This design comes from an exercise in tuning for small area on the open sky130 flow, not from production work.
RTL that was checked went through simulation tests only; none was proved equivalent to the original.
Power and IR drop assume default switching activity.

## v6
## reflet_cpu
module reflet_cpu #(
    parameter wordsize = 16,
    debug_output = 1
    )(
    input clk,
    input reset,
    input enable,
    input [wordsize-1:0] data_in,
    output reg [wordsize-1:0] addr,
    output reg [wordsize-1:0] data_out,
    output write_en,
    output reg quit,  
    output debug,
    input [3:0] interrupt_request,
    output [wordsize-1:0] debug_wr
    );
==> flow/config.mk <==
export PLATFORM = sky130hd
export DESIGN_NAME = reflet_cpu
export DESIGN_NICKNAME = reflet_cpu
export VERILOG_FILES = /design/flow/design.v
export SDC_FILE = /design/flow/constraint.sdc
export NUM_CORES = 4
export LEC_CHECK = 0
export CAP_MARGIN = 20
export CORE_MARGIN = 2
export CORE_UTILIZATION = 55
export SETUP_SLACK_MARGIN = 0.15
export SLEW_MARGIN = 20
==> flow/constraint.sdc <==
create_clock -name core_clock -period 8.0 [get_ports {clk}]
set_input_delay 1.6000 -clock core_clock [delete_from_list [all_inputs] [get_ports {clk}]]
set_output_delay 1.6000 -clock core_clock [all_outputs]
set_load 0.01 [all_outputs]
standard.sh (not shown) runs the stock make flow with config.mk's settings and CLKGATE_MAP_FILE= SYNTH_SCRIPT=/design/flow/synth_recipe.tcl, a recipe that flattens the netlist after the stock synthesis.
==> flow/flow/run.sh <==
#!/bin/bash
# The standard layout (standard.sh), changed in three ways:
#  - synthesis is synth_recipe.tcl unchanged except that ABC maps the logic
#    with flow/abc.script, an area-oriented script (registers are mapped
#    before ABC runs, so they are the standard synthesis's);
#  - ports are buffered with sky130_fd_sc_hd__buf_1;
#    placement removes the synthesis buffers as usual;
#  - the clock tree is built with CTS_ARGS below, without dummy loads.
# make's output goes to run.log; each ORFS step keeps its own log under
# orfs/logs/.
set -euo pipefail
cd "$(dirname "$0")/.."
W=$PWD
cat > flow_synth.tcl <<EOT
proc abc {args} {
  set i [lsearch \$args -script]
  if {\$i >= 0} { lset args [expr {\$i + 1}] $W/flow/abc.script }
  yosys abc {*}\$args
}
source $W/synth_recipe.tcl
EOT
sed "s#SYNTH_SCRIPT=[^ ]*#SYNTH_SCRIPT=$W/flow_synth.tcl#" standard.sh > flow_standard.sh
grep -q "SYNTH_SCRIPT=$W/flow_synth.tcl" flow_standard.sh
export BUFFER_PORTS_ARGS="-buffer_cell sky130_fd_sc_hd__buf_1"
export CTS_ARGS="-sink_clustering_enable -repair_clock_nets -dont_use_dummy_load -buf_list sky130_fd_sc_hd__clkbuf_8 -sink_clustering_size 18 -sink_clustering_max_diameter 55"
bash flow_standard.sh > run.log 2>&1
==> flow/flow/abc.script <==
strash
dch
amap
topo
stime -c
For v7, these inputs were changed with respect to v6:
--- a/flow/design.v
+++ b/flow/design.v
@@ -178,25 +178,23 @@
     wire [wordsize-1:0] sp_step = {step(sp >> 1, i_pop || i_ret), sp[0]};
     wire [wordsize-1:0] mem_addr = ( i_str || i_load ? other_register :
                                    ( i_pop || i_ret ? sp_step :
                                    ( i_push || i_call ? sp :
                                    ( i_atom ? wr : 0 ))));
     wire [wordsize-1:0] cpu_addr = ( iok ? mem_addr : pc );
     always @ (posedge clk)
         if (en && reset)
             addr <= cpu_addr;
     reg [wordsize-1:0] data_in_cpu;
     reg atom_zero;
-    wire [wordsize-1:0] data_out_cpu = ( i_push || i_str ? wr :
-                                       ( i_call ? pc :
-                                       ( i_atom ? 1 : 0 )));
+    wire [wordsize-1:0] data_out_cpu = ( i_call ? pc : ( i_atom ? 1 : wr ) );
     wire [wordsize-1:0] data_read = ( cpu_addr[0] ? {8'h0, data_in[15:8]} :
                                     ( byte_access ? {8'h0, data_in[7:0]} : data_in ));
     wire [wordsize-1:0] data_write = ( cpu_addr[0] ? {data_out_cpu[7:0], data_in[7:0]} :
                                      ( byte_access ? {data_in[15:8], data_out_cpu[7:0]} : data_out_cpu ));
     always @ (posedge clk)
         if (en && (phase == ph_c || phase == ph_f3))
             data_in_cpu <= data_read;
         else if (en && phase == ph_f4 && inst_write)
             data_in_cpu <= data_write;
     always @ (posedge clk)
         if (en && phase == ph_f3)
Findings:
Going from v6 to v7, the count of mapped cells out of synthesis was found to have gone down by about 0.55%. NOTE final area v6->v7 decreased slightly. Core outline area across v7 and v6: no real change. v7 vs v6: setup slack up in v7. Compared with v6, in v7 fraction of standard cell area in multi-input logic rose by 0.50 points, max-capacitance violation count stayed essentially flat, routed wire length increased about 1.9%. v7 has met2 wirelength from detailed routing above what v6 had. v7 vs v6 on count of cell instances traversed by the critical path: v7 is the higher one. Area after detailed placement, v7 and v6: smaller value in v7. Compared with v6, v7 shows a fraction of the cycle the final worst path needs that is 0.70 points lower. Total via count after detailed routing delta (v7 − v6): unfavourable. Between v7 and v6, the difference in post-layout total power is negligible.
No run of this note included a check of the RTL's function; only the layout flow was run.


09-06:
RTL: one of the versions met above, not the one the previous note started from.
For scale: ~2000 cells after synthesis, about 450 flip-flops.
export LEC_CHECK = 0
export CAP_MARGIN = 20
export CORE_MARGIN = 2
export CORE_UTILIZATION = 55
export SETUP_SLACK_MARGIN = 0.15
export SLEW_MARGIN = 20
create_clock -name core_clock -period 8.0 [get_ports {clk}]
==> flow/flow/abc.script <==
strash
dch
amap
strash
dch
amap
topo
stime -c
Scripts as last shown in full above: flow/flow/run.sh
Edits applied to the flow inputs when going from 09-06 to 10-18:
--- a/flow/design.v
+++ b/flow/design.v
@@ -75,17 +75,16 @@
     output reg [wordsize-1:0] addr,
     output reg [wordsize-1:0] data_out,
     output write_en,
     output reg quit,  
     output debug,
     input [3:0] interrupt_request,
     output [wordsize-1:0] debug_wr
     );
-    integer i;  
     function [wordsize-1:0] inc(input [wordsize-1:0] a);
         integer b;
         reg c;
         begin
             c = 1;
             for (b=0; b<wordsize; b=b+1)
             begin
                 inc[b] = a[b] ^ c;
--- outcome ---
09-06 -> 10-18: number of antenna violations at the first check in global routing flat
Taking 09-06 as the reference, in 10-18 number of buffers added on ports comparable; flip-flop and latch count comparable.
Diff 09-06 -> 10-18: average wire per standard cell has remained practically unchanged, cell area ~0 delta, post-synthesis net count about even, half-perimeter wire length of the detailed placement result closely matched the old numbers.
Re total met3 wirelength after detailed routing: no difference whatsoever between 09-06 and 10-18.
10-18 -> 09-06: via count of the first global-routing pass delta 0, exact match
Power in combinational cells essentially unchanged between 09-06 and 10-18.
Sequential cell power: 09-06 vs 10-18 — no meaningful difference
Diff 09-06..10-18 | final core utilization | unchanged
As far as hold-critical path depth goes, 10-18 and 09-06 are indistinguishable; the numbers are identical.
For 09-06, only the layout was checked, not whether the RTL still works.

-- separate check: timing with driven ports --
How much do the figures lean on ideal ports? The routed layouts below were timed once more, with nothing changed but the port constraints.
Step 1 assumes that a clkbuf_16 drives the clock port and a buf_2 every other input.
Step 2 also shifts input and output timing later by t, the mid clock arrival at the registers, as if the neighbouring blocks saw the same clock.
a / b / c = no drivers / after step 1 / after step 2; a / b = the first two.
| run | t (ns) | setup WS [ns] | worst hold slack (ns) | worst setup path after step 2 | pins driven straight from the clock port |
|---|---|---|---|---|---|
| v6 | 0.664 | 0.508 / 0.508 / 0.508 | 0.511 / 0.511 / 0.511 | register to register | 1 |
| v7 | 0.671 | 0.565 / 0.565 / 0.565 | 0.469 / 0.469 / 0.469 | register to register | 1 |
| 09-06 | 0.680 | 0.683 / 0.683 / 0.683 | 0.468 / 0.468 / 0.468 | register to register | 1 |
| 10-18 | 0.680 | 0.683 / 0.683 / 0.683 | 0.468 / 0.468 / 0.468 | register to register | 1 |
After both steps setup and hold are still met in every run listed.
